Source: an optimization exercise on an open RTL-to-GDS flow (aim: small area, a short achievable clock period and few clock cycles per item). Production flows keep margins and buffers that such runs may drop. At most, simulation tests tie the RTL to the original design; equivalence was not proved. No activity file was given, so power comes from the tool's default toggle rates.

## job 101
## FPU
module FPU(
input [31:0] Data1,
input [31:0] Data2,
input Clock,
input Reset,
input In_Data_Valid,
input Op,
output reg [31:0] Data_Out,
output reg Out_Data_Valid
);
==> flow/config.mk <==
export PLATFORM = sky130hd
export DESIGN_NAME = FPU
export DESIGN_NICKNAME = FPU
export VERILOG_FILES = /design/flow/design.v
export SDC_FILE = /design/flow/constraint.sdc
export NUM_CORES = 8
export LEC_CHECK = 0
export CAP_MARGIN = 20
export CORE_MARGIN = 2
export CORE_UTILIZATION = 55
export CTS_CLUSTER_DIAMETER = 120
export CTS_CLUSTER_SIZE = 28
export PLACE_DENSITY = 0.65
export SLEW_MARGIN = 20
export SYNTH_HIERARCHICAL = 1
export SYNTH_MINIMUM_KEEP_SIZE = 0
export TNS_END_PERCENT = 5
==> flow/constraint.sdc <==
create_clock -name core_clock -period 15.0 [get_ports {Clock}]
set_input_delay 3.0000 -clock core_clock [delete_from_list [all_inputs] [get_ports {Clock}]]
set_output_delay 3.0000 -clock core_clock [all_outputs]
set_load 0.01 [all_outputs]
standard.sh (not shown) runs the stock make flow with config.mk's settings and CLKGATE_MAP_FILE= SYNTH_SCRIPT=/design/flow/synth_recipe.tcl, a recipe that flattens the netlist after the stock synthesis.
==> flow/flow/run.sh <==
#!/bin/bash
set -euo pipefail
bash standard.sh SETUP_SLACK_MARGIN=10.9 'BUFFER_PORTS_ARGS=-buffer_cell sky130_fd_sc_hd__buf_1' finish > standard.log 2>&1
Modified inputs, job 102 compared to job 101
-- flow/design.v --
<<< job 101, line 4
wire [25:0] ax2 = {1'b0, a2, 1'b0};
wire [23:0] pl = a & {24{b23}};
wire [11:0] zero = ~(one | two);
wire [11:0] nn = ~neg & {12{en}};
wire t1, t2;
>>> job 102, line 4
wire [25:0] ax2 = {1'b0, a2, 1'b0};
wire [23:0] pl = a & {24{b23}};
wire [11:0] nn = ~neg & {12{en}};
wire t1, t2;
<<< job 101, line 304
genvar gi, gj;
generate for (gi = 0; gi < 6; gi = gi + 1) begin : g_pp
  wire [25:0] ny;
  assign ny[0] = ~neg[gi];
  assign ny[25] = ~neg[gi];
  for (gj = 0; gj < 24; gj = gj + 1) begin : g_x
    bxo ux(ax2[gj+1], neg[gi], ny[gj+1]);
  end
  for (gj = 0; gj < 25; gj = gj + 1) begin : g_j
    bsel3 u(one[gi], two[gi], zero[gi], ny[25], ny[gj+1], ny[gj], pv[gi*25+gj]);
  end
end endgenerate
generate for (gi = 6; gi < 12; gi = gi + 1) begin : g_pq
  wire [25:0] ny;
  assign ny[0] = ~neg[gi];
  assign ny[25] = ~neg[gi];
  for (gj = 0; gj < 24; gj = gj + 1) begin : g_x
    bxo ux(ax[gj+1], neg[gi], ny[gj+1]);
  end
  for (gj = 0; gj < 25; gj = gj + 1) begin : g_j
    bsel3 u(one[gi], two[gi], zero[gi], ny[25] , ny[gj+1], ny[gj], pv[gi*25+gj]);
  end
end endgenerate
>>> job 102, line 303
genvar gi, gj;
generate for (gi = 0; gi < 6; gi = gi + 1) begin : g_pp
  for (gj = 0; gj < 25; gj = gj + 1) begin : g_j
    bpp u(one[gi], two[gi], neg[gi], ax2[gj+1], ax2[gj], pv[gi*25+gj]);
  end
end endgenerate
generate for (gi = 6; gi < 12; gi = gi + 1) begin : g_pq
  for (gj = 0; gj < 25; gj = gj + 1) begin : g_j
    bpp u(one[gi], two[gi], neg[gi], ax[gj+1], ax[gj], pv[gi*25+gj]);
  end
end endgenerate
<<< job 101, line 628
assign co = (a & b) | (a & c) | (b & c);
endmodule
module bxo(input a, input n, output y);
assign y = ~(a ^ n);
endmodule
module bsel3(input one, input two, input zero, input nneg, input y, input yl, output p);
assign p = ~((one & y) | (two & yl) | (zero & nneg));
endmodule
module ha2(input a, input b, output s, output co);
>>> job 102, line 615
assign co = (a & b) | (a & c) | (b & c);
endmodule
module bpp(input one, input two, input neg, input x, input xl, output p);
assign p = ((one & x) | (two & xl)) ^ neg;
endmodule
module ha2(input a, input b, output s, output co);
## What came out
Adder and majority cell fraction of the synthesized area ended up 0.47 points lower on job 102 than on job 101. Of job 101 and job 102, job 101 shows the lower share of total power in combinational logic, with job 102 above it. Relative to job 101, die area increased by about 1.8% in job 102. Delta (job 102 minus job 101): footprint of the multi-input gates +720 µm²; number of inserted filler cells in the final layout went up 290; amount of wire on met3 after detailed routing decreased by 47% relative to the old numbers. Of job 102 and job 101, it is job 102 that has the lower final total power. Going from job 101 to job 102, the sequential cell area was found to have gone down by 69 µm². Higher critical-path maximum fanout was reported by job 102, not job 101. Summary of the comparison: routed wire length is lower in job 102, relative to job 101.
Testbench counts of job 102, summed over its fixed seeds: cycles 14,231, items 8,000.
For job 101, only the layout was checked, not whether the RTL still works.

-- separate check: timing with driven ports --
Ports are ideal in the flow. The routed layouts listed here were re-timed in OpenROAD. Step 1 assumes that a clkbuf_16 drives the clock port and a buf_2 every other input. Step 2 also shifts input and output timing later by t, the mid clock arrival at the registers, as if the neighbouring blocks saw the same clock. a / b / c = no drivers / after step 1 / after step 2; a / b = the first two.
run | t (ns) | setup WS [ns] | hold WS [ns]
job 101 | 0.635 | 10.638 / 10.674 / 10.038 | 0.336 / 0.336 / 0.336
job 102 | 0.601 | 10.809 / 10.809 / 10.532 | 0.328 / 0.328 / 0.328
After both steps every run listed still meets setup and hold. The setup slack of job 101, which loses most, moves by +0.036 ns with the drivers and by -0.600 ns with both steps.
